What follows belongs to an exercise in optimizing a design on an open flow for small area, a short achievable clock period and few clock cycles; a production flow would make more cautious choices. RTL that was checked went through simulation tests only; none was proved equivalent to the original.

v4:
==> flow/design.v <==
module geofence ( clk,reset,X,Y,valid,is_inside);
input clk;
input reset;
input [9:0] X;
input [9:0] Y;
output valid;
output is_inside;
localparam FIRST = 3'd0, USCAN = 3'd1, WSCAN = 3'd2, MULW = 3'd3, DONE = 3'd4;
reg [2:0] cnt;           
reg [9:0] px, py;        
reg [25:0] q0, q1, q2, q3, q4;
reg [29:0] q5;
reg [15:0] m;            
reg first7;              
reg [2:0] st;
reg pass;                
reg [2:0] pcnt;          
reg [2:0] wcnt;          
reg have_u, have_w, more;
reg [3:0] bcnt;          
reg signed [10:0] ux, uy, wx, wy;
reg signed [12:0] acc;
reg res;
wire load = (cnt != 3'd0) & (cnt != 3'd7);
wire signed [10:0] dx = {1'b0, X} - {1'b0, px};
wire signed [10:0] dy = {1'b0, Y} - {1'b0, py};
wire signed [12:0] ex = dx;
wire signed [12:0] ey = dy;
wire [8:0] b;
assign b[0] = dy > 11'sd0;                   
assign b[1] = 2 * ey >= ex;                  
assign b[2] = ey >= ex;                      
assign b[3] = ey >= 2 * ex;                  
assign b[4] = dx <= 11'sd0;                  
assign b[5] = ey + 2 * ex <= 13'sd0;         
assign b[6] = ey + ex <= 13'sd0;             
assign b[7] = 2 * ey + ex <= 13'sd0;         
assign b[8] = ~b[0];
function [15:0] onehot;
    input [7:0] c;
    integer n;
    begin
        for (n = 0; n < 7; n = n + 1) begin
            onehot[n] = c[n] & ~c[n+1];
            onehot[n+8] = ~c[n] & c[n+1];
        end
        onehot[7] = c[7] & c[0];
        onehot[15] = ~c[7] & ~c[0];
    end
endfunction
function [3:0] encode;
    input [15:0] h;
    begin
        encode[0] = h[1] | h[3] | h[5] | h[7] | h[9] | h[11] | h[13] | h[15];
        encode[1] = h[2] | h[3] | h[6] | h[7] | h[10] | h[11] | h[14] | h[15];
        encode[2] = h[4] | h[5] | h[6] | h[7] | h[12] | h[13] | h[14] | h[15];
        encode[3] = |h[15:8];
    end
endfunction
function [7:0] johnson;
    input [3:0] n;
    integer t;
    begin
        for (t = 0; t < 8; t = t + 1)
            johnson[t] = n[3] ? (t > n[2:0]) : (t <= n[2:0]);
    end
endfunction
wire [15:0] h5 = onehot(q5[29:22]);
wire [15:0] me = first7 ? (m | h5) : m;
genvar k;
wire [15:0] z = ~me;
wire [31:0] zz = {z, z};
wire [15:0] r7, r8;
generate
    for (k = 0; k < 16; k = k + 1) begin : g_run
        assign r7[k] = &zz[k+6:k];
        assign r8[k] = &zz[k+7:k];
    end
endgenerate
wire out = |r8;
wire amb = ~out & (|r7);
wire lo = |r7[7:0];
wire two = lo & (|r7[15:8]);
wire [15:0] rs = pass ? {r7[15:8], 8'd0} : (lo ? {8'd0, r7[7:0]} : r7);
wire [3:0] s;
assign s[0] = rs[1] | rs[3] | rs[5] | rs[7] | rs[9] | rs[11] | rs[13] | rs[15];
assign s[1] = rs[2] | rs[3] | rs[6] | rs[7] | rs[10] | rs[11] | rs[14] | rs[15];
assign s[2] = rs[4] | rs[5] | rs[6] | rs[7] | rs[12] | rs[13] | rs[14] | rs[15];
assign s[3] = |rs[15:8];
wire in_i = (q0[25:22] == s - 4'd1);
wire in_j = (q0[25:22] == s + 4'd7);
wire signed [10:0] qx = q0[21:11];
wire signed [10:0] qy = q0[10:0];
wire last = (bcnt == 4'd10);
wire mdone = (bcnt == 4'd11);
wire signed [12:0] ta = wy[0] ? ux : 13'sd0;
wire signed [12:0] tb = wx[0] ? uy : 13'sd0;
wire signed [12:0] sum = last ? (acc - ta + tb) : (acc + ta - tb);
wire nonneg = ~acc[12];
assign valid = (cnt == 3'd7) & (~amb | (st == DONE));
assign is_inside = (st == DONE) ? res : ~out;
always @(posedge clk or posedge reset) begin
    if (reset)
        cnt <= 3'd0;
    else if (cnt != 3'd7)
        cnt <= cnt + 3'd1;
    else if (~amb | (st == DONE))
        cnt <= 3'd0;
end
always @(posedge clk) begin
    if (cnt == 3'd0) begin
        px <= X;
        py <= Y;
    end
    q0 <= q1; q1 <= q2; q2 <= q3; q3 <= q4;
    q4 <= {encode(h5), q5[21:0]};
    q5 <= load ? {b[7:0], dx, dy} : {johnson(q0[25:22]), q0[21:0]};
    first7 <= (cnt == 3'd6);
    if (cnt == 3'd2)
        m <= h5;
    else if ((cnt != 3'd0) & (cnt != 3'd1) & ((cnt != 3'd7) | first7))
        m <= m | h5;
end
task finish_run;
    input outside;
    begin
        if (outside & two & ~pass) begin
            pass <= 1'b1;
            st <= FIRST;
            pcnt <= 3'd0;
            have_u <= 1'b0;
            have_w <= 1'b0;
            more <= 1'b0;
            bcnt <= 4'd15;
        end else begin
            res <= ~outside;
            st <= DONE;
        end
    end
endtask
always @(posedge clk) begin
    if (cnt != 3'd7) begin
        st <= FIRST;
        pass <= 1'b0;
        pcnt <= 3'd0;
        have_u <= 1'b0;
        have_w <= 1'b0;
        more <= 1'b0;
        bcnt <= 4'd15;
    end else begin
        if (bcnt <= 4'd10) begin
            bcnt <= bcnt + 4'd1;
            acc <= last ? sum : (sum >>> 1);
            wx <= wx >>> 1;
            wy <= wy >>> 1;
        end
        case (st)
        FIRST: begin
            if (pcnt != 3'd6) begin
                pcnt <= pcnt + 3'd1;
                if (in_i) begin
                    if (~have_u) begin
                        ux <= qx;
                        uy <= qy;
                        have_u <= 1'b1;
                    end else
                        more <= 1'b1;
                end
                if (in_j) begin
                    if (~have_w) begin
                        wx <= qx;
                        wy <= qy;
                        have_w <= 1'b1;
                    end else
                        more <= 1'b1;
                end
            end
            if (have_u & have_w & (bcnt == 4'd15)) begin
                bcnt <= 4'd0;
                acc <= 13'sd0;
            end
            if ((pcnt == 3'd6) & mdone) begin
                if (nonneg)
                    finish_run(1'b0);
                else if (~more)
                    finish_run(1'b1);
                else begin
                    st <= USCAN;
                    pcnt <= 3'd0;
                end
            end
        end
        USCAN: begin
            if (pcnt == 3'd6)
                finish_run(1'b1);
            else begin
                pcnt <= pcnt + 3'd1;
                if (in_i) begin
                    ux <= qx;
                    uy <= qy;
                    wcnt <= 3'd0;
                    st <= WSCAN;
                end
            end
        end
        WSCAN: begin
            wcnt <= wcnt + 3'd1;
            if (in_j) begin
                wx <= qx;
                wy <= qy;
                acc <= 13'sd0;
                bcnt <= 4'd0;
                st <= MULW;
            end else if (wcnt == 3'd5)
                st <= USCAN;
        end
        MULW: begin
            if (mdone) begin
                if (nonneg)
                    finish_run(1'b0);
                else
                    st <= (wcnt == 3'd6) ? USCAN : WSCAN;
            end
        end
        default: ;
        endcase
    end
end
endmodule
clock: 8.0 ns
lec_check: 0
abc_clock_period_in_ps: 2000
cap_margin: 20
core_margin: 2
core_utilization: 40
setup_slack_margin: 3.8
slew_margin: 20
run.sh (not shown) runs the stock make flow with config.mk's settings and CLKGATE_MAP_FILE= SYNTH_SCRIPT=/design/flow/synth_recipe.tcl, a recipe that flattens the netlist after the stock synthesis.
v4 finished all stages; the layout is clean.
Changes in v17 relative to v4:
- swapping 3.8 for 3.0 in SETUP_SLACK_MARGIN
Going from v4 to v17, wire length after detailed routing went down, arrival time at the worst endpoint went up, first-pass GRT wire length went down.
On proportion of synthesized flip-flops having asynchronous set or reset, v4 and v17 are neck and neck.
Relative to v4, number of standard cells in the final layout excluding fillers decreased by 2.0% in v17.
No run of this note included a check of the RTL's function; only the layout flow was run.

========
geofence, a different RTL version from the one above (not shown whole).
Size in the first run: about 1500 cells after synthesis, about 240 flip-flops, roughly 24 I/O pins, roughly 12000 sq um of cells after synthesis.
clock: 8.0 ns
lec_check: 0
abc_area: 1
cap_margin: 20
core_margin: 2
core_utilization: 50
cts_buf_list: sky130_fd_sc_hd__clkbuf_16
cts_cluster_diameter: 80
cts_cluster_size: 24
place_density: 0.65
setup_slack_margin: 5.0
slew_margin: 20
Testbench counts at the start, summed over its fixed seeds: cycles 7,216.
Next try:
--- a/flow/config.mk
+++ b/flow/config.mk
@@ -11,5 +11,5 @@
-export CORE_UTILIZATION = 50
-export CTS_BUF_LIST = sky130_fd_sc_hd__clkbuf_16
-export CTS_CLUSTER_DIAMETER = 80
-export CTS_CLUSTER_SIZE = 24
-export PLACE_DENSITY = 0.65
+export CORE_UTILIZATION = 60
+export CTS_BUF_LIST = sky130_fd_sc_hd__clkbuf_8
+export CTS_CLUSTER_DIAMETER = 50
+export CTS_CLUSTER_SIZE = 16
+export PLACE_DENSITY = 0.75
After rerunning: The new run finished clean; first-iteration DRC count climbs by a few percent; clock-buffer cell count climbs by 9; worst hold slack loses 8.8 ps; sequential share of layout area climbs by 0.68 points; die area drops by about a fifth; clock skew climbs by 14 ps; via count climbs by a few percent; synthesized cell count stays the same; fmax drops slightly.
Next try:
--- a/flow/config.mk
+++ b/flow/config.mk
@@ -8 +7,0 @@
-export ABC_AREA = 1
@@ -12,3 +11,3 @@
-export CTS_BUF_LIST = sky130_fd_sc_hd__clkbuf_8
-export CTS_CLUSTER_DIAMETER = 50
-export CTS_CLUSTER_SIZE = 16
+export CTS_BUF_LIST = sky130_fd_sc_hd__clkbuf_16
+export CTS_CLUSTER_DIAMETER = 80
+export CTS_CLUSTER_SIZE = 24
Clock skew shrinks by 14 ps.
Synthesized cell count shrinks by 17%.
Utilization is higher by 1.9 points.
Design area barely changes.
Routed wire length went down by 0.62%.
Non-clock buffer count rises by 32.

========
## run 1
geofence, a different RTL version from the one above (not shown whole).
Size: about 24 I/O pins, roughly 0.014 mm2 of cells after synthesis.
Settings: LEC_CHECK=0, ABC_AREA=1, CAP_MARGIN=0, CORE_MARGIN=2, CORE_UTILIZATION=60, CTS_BUF_LIST=sky130_fd_sc_hd__clkbuf_16, CTS_CLUSTER_DIAMETER=80, CTS_CLUSTER_SIZE=24, PLACE_DENSITY=0.75, SETUP_SLACK_MARGIN=5.0, SLEW_MARGIN=0; clock period 8.0 ns.
Testbench counts of run 1, summed over its fixed seeds: cycles 7,195.
Inputs modified between run 1 and run 2:
- CAP_MARGIN changed from 0 to 20
- CORE_UTILIZATION changed from 60 to 40
- ABC_AREA removed (was 1)
- PLACE_DENSITY removed (was 0.75)
- SLEW_MARGIN changed from 0 to 20
## What came out
On global routing usage summed across all routing layers, the lower figure sits with run 2, not run 1. Run 2 vs. run 1: die area went up 45%; die height climbed about 20%; count of inverters other than clock inverters in the layout went down 100. H-tree depth: run 2 vs run 1 identical. Going from run 1 to run 2, routed wire length went down by 490 um; number of filler instances in the final layout went up by 56%; total non-filler cell area in the finished layout went up by 280 um2.
For run 3, these inputs were changed with respect to run 2:
- CORE_UTILIZATION now 60, was 40
- PLACE_DENSITY now 0.75, previously not set
- ABC_AREA now 1, previously not set
## What came out
- Run 3: required arrival time at the worst endpoint is 110 ps lower than what run 2 reported.
- Cell at the slowest stage of the critical path: sky130_fd_sc_hd__ha_4 -> run 3, sky130_fd_sc_hd__or3_1 -> run 2
- As of run 3, synthesized instance count had risen by more than 10% compared to run 2.
- Final design utilization, run 3 and run 2: higher on run 3
- Taking run 2 as the reference, in run 3 transition time at the pin with the least slew margin went down by 43 ps; die span in x moved down.
Here is what was changed in the inputs of run 4 compared with run 3.
- a deleted ABC_AREA that had been 1
- a change of CORE_UTILIZATION from 60 to 70
- a change of PLACE_DENSITY from 0.75 to 0.85
==> comparison <==
Run 4 completed; timing, DRC and antenna clean. Run 3 → run 4: sum of negative setup slack stayed essentially flat; normalized max-slew margin fell by 12 points; non-clock buffer count rose by about 65%.

========
Another version of the RTL of geofence (not shown whole).
Size in the first run: ~1400 cells after synthesis, roughly 24 I/O pins.
Settings: LEC_CHECK=0, CAP_MARGIN=20, CORE_MARGIN=2, CORE_UTILIZATION=40, CTS_BUF_LIST=sky130_fd_sc_hd__clkbuf_8, CTS_CLUSTER_SIZE=30, SETUP_SLACK_MARGIN=5.0, SLEW_MARGIN=20; clock period 8.0 ns.
The first run went through all stages and came out clean.
Rerun with:
Settings changed: CTS_BUF_LIST sky130_fd_sc_hd__clkbuf_8 to sky130_fd_sc_hd__clkbuf_16, CTS_CLUSTER_DIAMETER set to 80, CTS_CLUSTER_SIZE 30 to 24.
After rerunning:
- die area does not change
- register-to-register slack gets better by 0.02 ns
- via count came out lower by about 0.9%
- utilization shrinks by 1.7 points
- non-clock buffer count shrinks by 8
No run of this note included a check of the RTL's function; only the layout flow was run.

========
== lane 1 ==
geofence, a different RTL version from the one above (not shown whole).
Size in the first run: about 1500 cells after synthesis, roughly 280 flip-flops, roughly 24 I/O pins, about 0.015 mm^2 of cells after synthesis.
clock: 8.0 ns
lec_check: 0
abc_clock_period_in_ps: 3000
cap_margin: 20
core_margin: 2
core_utilization: 40
setup_slack_margin: 4.5
slew_margin: 20
Lane 1 has completed all stages; timing, DRC and antenna checks passed.
### lane 1 -> lane 2
- changing ABC_CLOCK_PERIOD_IN_PS from 3000 to 2500
- changing SETUP_SLACK_MARGIN from 4.5 to 5.0
--- outcome ---
Changes observed in lane 2 relative to lane 1: detailed-routing iteration count for the pre-antenna-repair pass saw an increase; relative area change from synthesis to final layout up 6.6 points.
Looking at uppermost signal routing layer after detailed routing, the met4 result is from lane 1; the met5 one comes from lane 2.
Max-slew violation total from the final report across lane 1 and lane 2: no real change.
Compared with lane 1, via count in lane 2 increased slightly.
In the flow results for lane 1 and lane 2, the cell area is larger on lane 2.
NOTE number of global-route vias before repair lane 1->lane 2 increased by a few percent
Lane 2: final cell count without fillers 1.6% above lane 1
No run of this note included a check of the RTL's function; only the layout flow was run.

========
== nickel ==
Another version of the RTL of geofence (not shown whole).
Size: roughly 290 flip-flops, roughly 24 I/O pins.
## geofence
module geofence ( clk,reset,X,Y,valid,is_inside);
input clk;
input reset;
input [9:0] X;
input [9:0] Y;
output reg valid;
output reg is_inside;
localparam FIRST = 2'd0, USCAN = 2'd1, WSCAN = 2'd2, MULW = 2'd3;
reg [3:0] cnt;
reg [9:0] px, py;        
reg [21:0] q5;           
reg [29:0] q4;           
reg [25:0] q3, q2, q1, q0;   
reg [15:0] m;            
reg [1:0] st;
reg pass;                
reg two;
reg [3:0] rs;            
reg [2:0] pcnt;          
reg [2:0] wcnt;          
reg have_u, have_w, more;
reg [3:0] bcnt;          
reg signed [10:0] ux, uy, wx, wy;
reg signed [12:0] acc, d;
reg done, res;           
function [10:0] sub10;
    input [9:0] a, b;
    reg [10:0] g, p, gn, pn;
    integer l, j;
    begin
        g = {a & ~b, 1'b1};
        p = {~(a ^ b), 1'b0};
        for (l = 1; l < 16; l = l * 2) begin
            for (j = 0; j < 11; j = j + 1) begin
                if (j >= l) begin
                    gn[j] = g[j] | (p[j] & g[j-l]);
                    pn[j] = p[j] & p[j-l];
  ...
Settings: LEC_CHECK=0, CAP_MARGIN=20, CORE_MARGIN=2, CORE_UTILIZATION=40, SETUP_SLACK_MARGIN=5.0, SLEW_MARGIN=20; clock period 8.0 ns.
Input-level comparison between sierra and nickel:
Settings: ABC_CLOCK_PERIOD_IN_PS newly set to 2500.
Findings:
- Per the comparison of sierra with nickel, number of pins with negative max-slew slack in the final report closely matched the old numbers; share of the clock period used by the worst path closely matched the old numbers; area of combinational cells with multiple inputs closely matched the old numbers; number of endpoints failing setup at the final stage closely matched the old numbers.
No functional check of the RTL was part of any run of this note.

========
Another version of the RTL of geofence (not shown whole).
Size in the first run: ~1400 cells after synthesis, roughly 270 flip-flops.
// geofence
module geofence ( clk,reset,X,Y,valid,is_inside);
input clk;
input reset;
input [9:0] X;
input [9:0] Y;
output valid;
output is_inside;
localparam FIRST = 3'd0, USCAN = 3'd1, WSCAN = 3'd2, MULW = 3'd3, DONE = 3'd4;
reg [2:0] cnt;           
reg [9:0] px, py;        
reg [25:0] q0, q1, q2, q3, q4, q5;
reg [15:0] m;            
reg [2:0] st;
reg pass;                
reg [2:0] pcnt;          
reg [2:0] wcnt;          
reg have_u, have_w, more;
reg [3:0] bcnt;          
reg signed [10:0] ux, uy, wx, wy;
reg signed [12:0] acc;
reg res;
wire load = (cnt != 3'd0) & (cnt != 3'd7);
wire signed [10:0] dx = {1'b0, X} - {1'b0, px};
wire signed [10:0] dy = {1'b0, Y} - {1'b0, py};
wire signed [12:0] ex = dx;
wire signed [12:0] ey = dy;
wire [8:0] b;
assign b[0] = dy > 11'sd0;                   
assign b[1] = 2 * ey >= ex;                  
assign b[2] = ey >= ex;                      
assign b[3] = ey >= 2 * ex;                  
assign b[4] = dx <= 11'sd0;                  
assign b[5] = ey + 2 * ex <= 13'sd0;         
assign b[6] = ey + ex <= 13'sd0;             
assign b[7] = 2 * ey + ex <= 13'sd0;         
assign b[8] = ~b[0];
wire [15:0] h;
genvar k;
generate
    for (k = 0; k < 8; k = k + 1) begin : g_sec
        assign h[k] = b[k] & ~b[k+1];
        assign h[k+8] = ~b[k] & b[k+1];
    end
endgenerate
wire [3:0] sec;
assign sec[0] = h[1] | h[3] | h[5] | h[7] | h[9] | h[11] | h[13] | h[15];
assign sec[1] = h[2] | h[3] | h[6] | h[7] | h[10] | h[11] | h[14] | h[15];
assign sec[2] = h[4] | h[5] | h[6] | h[7] | h[12] | h[13] | h[14] | h[15];
assign sec[3] = ~b[0];
wire [15:0] z = ~m;
wire [31:0] zz = {z, z};
wire [15:0] r7, r8;
generate
    for (k = 0; k < 16; k = k + 1) begin : g_run
        assign r7[k] = &zz[k+6:k];
        assign r8[k] = &zz[k+7:k];
    end
endgenerate
wire out = |r8;
wire amb = ~out & (|r7);
wire lo = |r7[7:0];
wire two = lo & (|r7[15:8]);
  ...
clock: 8.0 ns
lec_check: 0
abc_clock_period_in_ps: 3000
cap_margin: 20
core_margin: 2
core_utilization: 40
setup_slack_margin: 2.5
slew_margin: 20
Rerun with:
--- a/flow/config.mk
+++ b/flow/config.mk
@@ -7,3 +7,3 @@
 export LEC_CHECK = 0
-export ABC_CLOCK_PERIOD_IN_PS = 3000
+export ABC_CLOCK_PERIOD_IN_PS = 2000
 export CAP_MARGIN = 20
@@ -11,3 +11,3 @@
 export CORE_UTILIZATION = 40
-export SETUP_SLACK_MARGIN = 2.5
+export SETUP_SLACK_MARGIN = 3.0
 export SLEW_MARGIN = 20
- The new run passed the timing, DRC and antenna checks
- cell area goes up by 4.2%
- die area is unchanged
- synthesized area is unchanged
- core utilization climbs by 2.0 points
- first-iteration DRC count decreases by 12%
Rerun with:
--- a/flow/config.mk
+++ b/flow/config.mk
@@ -7,3 +7,2 @@
 export LEC_CHECK = 0
-export ABC_CLOCK_PERIOD_IN_PS = 2000
 export CAP_MARGIN = 20
@@ -11,3 +10,2 @@
 export CORE_UTILIZATION = 40
-export SETUP_SLACK_MARGIN = 3.0
 export SLEW_MARGIN = 20
The new run went through all stages and came out clean; die area stays the same; utilization came out lower by 4.0 points; routed wire length came out lower by 4.5%; area after synthesis stays the same; via count came out lower by 2.1%; clock-buffer cell count came out higher by 5; hold slack degrades by 0.0082 ns.
Rerun with:
--- a/flow/config.mk
+++ b/flow/config.mk
@@ -7,2 +7,3 @@
 export LEC_CHECK = 0
+export ABC_CLOCK_PERIOD_IN_PS = 3000
 export CAP_MARGIN = 20
@@ -10,2 +11,3 @@
 export CORE_UTILIZATION = 40
+export SETUP_SLACK_MARGIN = 3.5
 export SLEW_MARGIN = 20
The new run produced a clean layout.
Design area rose by 13%.
Wire length rose by 9.7%.
First-iteration DRC count rose by 9.1%.
No functional check of the RTL was part of any run of this note.

[what the ideal ports hide]
How much do the figures lean on ideal ports? The routed layouts below were timed once more, with nothing changed but the port constraints.
Step 1 sets driving cells, clkbuf_16 on the clock port and buf_2 on the other inputs (assumed; they add their load-dependent delay and slew).
Step 2, shift: input delay + t, output delay - t, t = (earliest + latest rising clock arrival at the registers) / 2. This alone moves slack from input paths to output paths.
a / b / c = no drivers / after step 1 / after step 2; a / b = the first two.
| run | shift t [ns] | slack for setup (ns) | worst hold slack (ns) | worst setup path at the end | worst data-port slew with drivers (ns) |
|---|---|---|---|---|---|
| v4 | 0.587 | 3.372 / 3.388 / 2.802 | 0.321 / 0.321 / 0.321 | input to register | 0.05 |
| v17 | 0.583 | 3.187 / 3.221 / 2.637 | 0.318 / 0.318 / 0.318 | input to register | 0.03 |
| the first run of note 2 | 0.530 | 5.097 / 5.097 / 4.593 | 0.319 / 0.319 / 0.319 | input to register | 0.03 |
| the second run of note 2 | 0.591 | 5.077 / 5.077 / 4.516 | 0.310 / 0.310 / 0.310 | input to register | 0.04 |
| the third run of note 2 | 0.524 | 4.427 / 4.427 / 4.427 | 0.330 / 0.330 / 0.330 | register to register | 0.05 |
| run 1 | 0.540 | 5.100 / 5.132 / 4.592 | 0.328 / 0.328 / 0.328 | input to register | 0.06 |
| run 2 | 0.565 | 5.019 / 5.053 / 4.488 | 0.304 / 0.304 / 0.304 | input to register | 0.03 |
| run 3 | 0.542 | 5.104 / 5.135 / 4.594 | 0.328 / 0.328 / 0.328 | input to register | 0.06 |
| run 4 | 0.550 | 5.029 / 5.029 / 4.537 | 0.320 / 0.320 / 0.320 | input to register | 0.05 |
| the first run of note 4 | 0.641 | 4.975 / 4.975 / 4.479 | 0.289 / 0.289 / 0.289 | input to register | 0.03 |
| the second run of note 4 | 0.561 | 4.993 / 4.993 / 4.559 | 0.328 / 0.328 / 0.328 | input to register | 0.03 |
| lane 1 | 0.587 | 4.601 / 4.610 / 4.046 | 0.320 / 0.320 / 0.320 | input to register | 0.08 |
| lane 2 | 0.590 | 4.692 / 4.692 / 4.491 | 0.320 / 0.320 / 0.320 | input to register | 0.07 |
| nickel | 0.610 | 4.938 / 4.938 / 4.386 | 0.318 / 0.318 / 0.318 | input to register | 0.04 |
| sierra | 0.610 | 4.938 / 4.938 / 4.386 | 0.318 / 0.318 / 0.318 | input to register | 0.04 |
| the first run of note 7 | 0.581 | 2.620 / 2.645 / 2.064 | 0.318 / 0.318 / 0.318 | input to register | 0.04 |
| the second run of note 7 | 0.583 | 2.969 / 2.968 / 2.385 | 0.316 / 0.316 / 0.316 | input to register | 0.05 |
| the third run of note 7 | 0.582 | 1.958 / 1.988 / 1.406 | 0.308 / 0.308 / 0.308 | input to register | 0.03 |
| the fourth run of note 7 | 0.583 | 3.099 / 3.103 / 2.520 | 0.318 / 0.318 / 0.318 | input to register | 0.06 |
After both steps every run listed still meets setup and hold. For the second run of note 7, which loses most, drivers alone change the setup slack by -0.001 ns; drivers and shift together by -0.584 ns.
